Source: an optimization exercise on an open RTL-to-GDS flow (aim: small area). Production flows keep margins and buffers that such runs may drop. No activity file was given, so power comes from the tool's default toggle rates.

Setup of the baseline:
==> flow/design.v <==
module axi_gpio
(
    input  logic        ACLK,
    input  logic        ARESETn,
    input  logic  [8:2] AWADDR,
    input  logic        AWVALID,
    output logic        AWREADY,
    input  logic [31:0] WDATA,
    input  logic  [3:0] WSTRB,
    input  logic        WVALID,
    output logic        WREADY,
    output logic  [1:0] BRESP,
    output logic        BVALID,
    input  logic        BREADY,
    input  logic  [8:2] ARADDR,
    input  logic        ARVALID,
    output logic        ARREADY,
    output logic [31:0] RDATA,
    output logic  [1:0] RRESP,
    output logic        RVALID,
    input  logic        RREADY,
    output logic        ip2intc_irpt,
    input  logic [31:0] gpio_io_i,
    output logic [31:0] gpio_io_o,
    output logic [31:0] gpio_io_t,
    input  logic [31:0] gpio2_io_i,
    output logic [31:0] gpio2_io_o,
    output logic [31:0] gpio2_io_t
);
localparam [6:0] A_GPIO_IO    = 7'h00;  
localparam [6:0] A_GPIO_IO_T  = 7'h01;  
localparam [6:0] A_GPIO2_IO   = 7'h02;  
localparam [6:0] A_GPIO2_IO_T = 7'h03;  
localparam [6:0] A_GIER       = 7'h47;  
localparam [6:0] A_IER        = 7'h48;  
localparam [6:0] A_ISR        = 7'h4A;  
logic        rst;
logic        wready;
logic        write_strobe;
logic        read_strobe;
logic [31:0] gpio_io_i_reg;
logic [31:0] gpio2_io_i_reg;
logic  [1:0] in_changed;
logic        global_int_en;
logic  [1:0] ip_int_en;
logic  [1:0] ip_int_status;
logic        isr_toggle;
always_ff @(posedge ACLK)
    rst <= ~ARESETn;
assign BRESP = 2'b00;
assign RRESP = 2'b00;
assign write_strobe = AWVALID && WVALID && !BVALID;
assign read_strobe  = ARVALID && !RVALID;
logic [3:0] ld_o1, ld_t1, ld_o2, ld_t2;
logic [3:0] hd_o1, hd_t1, hd_o2, hd_t2;
logic       ld_gier, hd_gier, ld_ier, hd_ier;
always_comb begin
    for (int i = 0; i < 4; i++) begin
        ld_o1[i] = !rst &&  (write_strobe && AWADDR == A_GPIO_IO    && WSTRB[i]);
        hd_o1[i] = !rst && !(write_strobe && AWADDR == A_GPIO_IO    && WSTRB[i]);
        ld_t1[i] = !rst &&  (write_strobe && AWADDR == A_GPIO_IO_T  && WSTRB[i]);
        hd_t1[i] = !rst && !(write_strobe && AWADDR == A_GPIO_IO_T  && WSTRB[i]);
        ld_o2[i] = !rst &&  (write_strobe && AWADDR == A_GPIO2_IO   && WSTRB[i]);
        hd_o2[i] = !rst && !(write_strobe && AWADDR == A_GPIO2_IO   && WSTRB[i]);
        ld_t2[i] = !rst &&  (write_strobe && AWADDR == A_GPIO2_IO_T && WSTRB[i]);
        hd_t2[i] = !rst && !(write_strobe && AWADDR == A_GPIO2_IO_T && WSTRB[i]);
    end
    ld_gier = !rst &&  (write_strobe && AWADDR == A_GIER && WSTRB[3]);
    hd_gier = !rst && !(write_strobe && AWADDR == A_GIER && WSTRB[3]);
    ld_ier  = !rst &&  (write_strobe && AWADDR == A_IER  && WSTRB[0]);
    hd_ier  = !rst && !(write_strobe && AWADDR == A_IER  && WSTRB[0]);
end
always_ff @(posedge ACLK) begin
    for (int i = 0; i < 32; i++) begin
        gpio_io_o[i]  <= (ld_o1[i/8] & WDATA[i]) | (hd_o1[i/8] & gpio_io_o[i]);
        gpio_io_t[i]  <= (ld_t1[i/8] & WDATA[i]) | (hd_t1[i/8] & gpio_io_t[i]);
        gpio2_io_o[i] <= (ld_o2[i/8] & WDATA[i]) | (hd_o2[i/8] & gpio2_io_o[i]);
        gpio2_io_t[i] <= (ld_t2[i/8] & WDATA[i]) | (hd_t2[i/8] & gpio2_io_t[i]);
    end
    global_int_en <= (ld_gier & WDATA[31]) | (hd_gier & global_int_en);
    ip_int_en     <= ({2{ld_ier}} & WDATA[1:0]) | ({2{hd_ier}} & ip_int_en);
end
always_ff @(posedge ACLK) begin
    wready <= !rst && write_strobe;
    BVALID <= !rst && (write_strobe || (BVALID && !BREADY));
end
assign AWREADY = wready;
assign WREADY  = wready;
always_ff @(posedge ACLK) begin
    gpio_io_i_reg  <= gpio_io_i;
    gpio2_io_i_reg <= gpio2_io_i;
    in_changed[0] <= rst ? (|gpio_io_i)  : (|(gpio_io_i  ^ gpio_io_i_reg));
    in_changed[1] <= rst ? (|gpio2_io_i) : (|(gpio2_io_i ^ gpio2_io_i_reg));
end
assign isr_toggle = write_strobe && AWADDR == A_ISR && WSTRB[0];
always_ff @(posedge ACLK) begin
    ip_int_status <= rst ? 2'b00 :
                     (in_changed | (ip_int_status ^ (WDATA[1:0] & {2{isr_toggle}})));
    ip2intc_irpt  <= !rst && |ip_int_status;
end
always_ff @(posedge ACLK) begin
    ARREADY <= !rst && read_strobe;
    RVALID  <= !rst && (read_strobe || (RVALID && !RREADY));
end
logic s_io1, s_t1, s_io2, s_t2, s_gier, s_ier, s_isr;
always_comb begin
    s_io1  = !RVALID && ARADDR == A_GPIO_IO;
    s_t1   = !RVALID && ARADDR == A_GPIO_IO_T;
    s_io2  = !RVALID && ARADDR == A_GPIO2_IO;
    s_t2   = !RVALID && ARADDR == A_GPIO2_IO_T;
    s_gier = !RVALID && ARADDR == A_GIER;
    s_ier  = !RVALID && ARADDR == A_IER;
    s_isr  = !RVALID && ARADDR == A_ISR;
end
always_ff @(posedge ACLK) begin
    RDATA <= ({32{RVALID}} & RDATA)
           | ({32{s_io1}} & gpio_io_i_reg)
           | ({32{s_t1}}  & gpio_io_t)
           | ({32{s_io2}} & gpio2_io_i_reg)
           | ({32{s_t2}}  & gpio2_io_t)
           | ({32{s_gier}} & {1'b0, global_int_en, 30'd0})
           | ({32{s_ier}}  & {30'd0, ip_int_en})
           | ({32{s_isr}}  & {30'd0, ip_int_status});
end
endmodule
module axi_gpio_expanded
#(
    parameter C_ALL_INPUTS        = 0,
    parameter C_ALL_OUTPUTS       = 0,
    parameter C_GPIO_WIDTH        = 32,
    parameter C_DOUT_DEFAULT      = 32'h00000000,
    parameter C_TRI_DEFAULT       = 32'hFFFFFFFF,
    parameter C_IS_DUAL           = 1,
    parameter C_ALL_INPUTS_2      = 0,
    parameter C_ALL_OUTPUTS_2     = 0,
    parameter C_GPIO2_WIDTH       = 32,
    parameter C_DOUT_DEFAULT_2    = 32'h00000000,
    parameter C_TRI_DEFAULT_2     = 32'hFFFFFFFF,
    parameter C_INTERRUPT_PRESENT = 1
)
(
    input  logic              ACLK,
    input  logic              ARESETn,
    input  logic        [8:2] AWADDR,
    input  logic        [2:0] AWPROT,
    input  logic              AWVALID,
    output logic              AWREADY,
    input  logic       [31:0] WDATA,
    input  logic        [3:0] WSTRB,
    input  logic              WVALID,
    output logic              WREADY,
    output logic        [1:0] BRESP,
    output logic              BVALID,
    input  logic              BREADY,
    input  logic        [8:2] ARADDR,
    input  logic        [2:0] ARPROT,
    input  logic              ARVALID,
    output logic              ARREADY,
    output logic       [31:0] RDATA,
    output logic        [1:0] RRESP,
    output logic              RVALID,
    input  logic              RREADY,
    output logic ip2intc_irpt,
    input  logic  [C_GPIO_WIDTH-1:0] gpio_io_i,
    output logic  [C_GPIO_WIDTH-1:0] gpio_io_o,
    output logic  [C_GPIO_WIDTH-1:0] gpio_io_t,
    input  logic [C_GPIO2_WIDTH-1:0] gpio2_io_i,
    output logic [C_GPIO2_WIDTH-1:0] gpio2_io_o,
    output logic [C_GPIO2_WIDTH-1:0] gpio2_io_t
);
   axi_gpio gpio(
      .ACLK(ACLK), .ARESETn(ARESETn),
      .AWADDR(AWADDR), .AWVALID(AWVALID), .AWREADY(AWREADY),
      .WDATA(WDATA), .WSTRB(WSTRB), .WVALID(WVALID), .WREADY(WREADY),
      .BRESP(BRESP), .BVALID(BVALID), .BREADY(BREADY),
      .ARADDR(ARADDR), .ARVALID(ARVALID), .ARREADY(ARREADY),
      .RDATA(RDATA), .RRESP(RRESP), .RVALID(RVALID), .RREADY(RREADY),
      .ip2intc_irpt(ip2intc_irpt),
      .gpio_io_i(gpio_io_i), .gpio_io_o(gpio_io_o), .gpio_io_t(gpio_io_t),
      .gpio2_io_i(gpio2_io_i), .gpio2_io_o(gpio2_io_o), .gpio2_io_t(gpio2_io_t));
endmodule
Settings: LEC_CHECK=0, ABC_AREA=1, CAP_MARGIN=20, CORE_MARGIN=2, CORE_UTILIZATION=40, CTS_BUF_LIST=sky130_fd_sc_hd__clkbuf_4, CTS_CLUSTER_SIZE=30, SLEW_MARGIN=20; clock period 5.0 ns.
run.sh (not shown) runs the stock make flow with config.mk's settings and CLKGATE_MAP_FILE= SYNTH_SCRIPT=/design/flow/synth_recipe.tcl, a recipe that flattens the netlist after the stock synthesis.
The following lists how the candidate was set up differently from the baseline:
- a deleted CTS_BUF_LIST that had been sky130_fd_sc_hd__clkbuf_4
- a deleted CTS_CLUSTER_SIZE that had been 30
Where clock power is concerned, the baseline is better than the candidate. Going from the baseline to the candidate, number of sequential cells in the layout shows no meaningful change; share of power burned in registers shows a reduction of 1.2 points; worst stage delay on the critical path shows a reduction of 0.02 ns. Where overall power after layout is concerned, the baseline is better than the candidate. Diff the baseline -> the candidate: count of instances resized after the clock tree is built shows no meaningful change, total wire length went down about 1%.
No run of this note included a check of the RTL's function; only the layout flow was run.

==> separate check: timing with driven ports <==
The flow's constraints put no driver on any port. The routed layouts listed below were extracted and timed again, unchanged, in two steps.
Step 1, drivers: a clkbuf_16 drives ACLK and a buf_2 each remaining input, both assumed.
Step 2 also shifts input and output timing later by t, the mid clock arrival at the registers, as if the neighbouring blocks saw the same clock.
Slacks: ideal ports / drivers / drivers and shift; pairs: ideal ports / drivers.
run | t (ns) | slack for setup (ns) | cell pins on the clock port's net
the baseline | 0.688 | 1.834 / 1.792 / 1.567 | 1
the candidate | 0.571 | 1.967 / 1.920 / 1.576 | 1
After both steps setup and hold are still met in every run listed. The setup slack of the candidate, which loses most, moves by -0.047 ns with the drivers and by -0.391 ns with both steps.
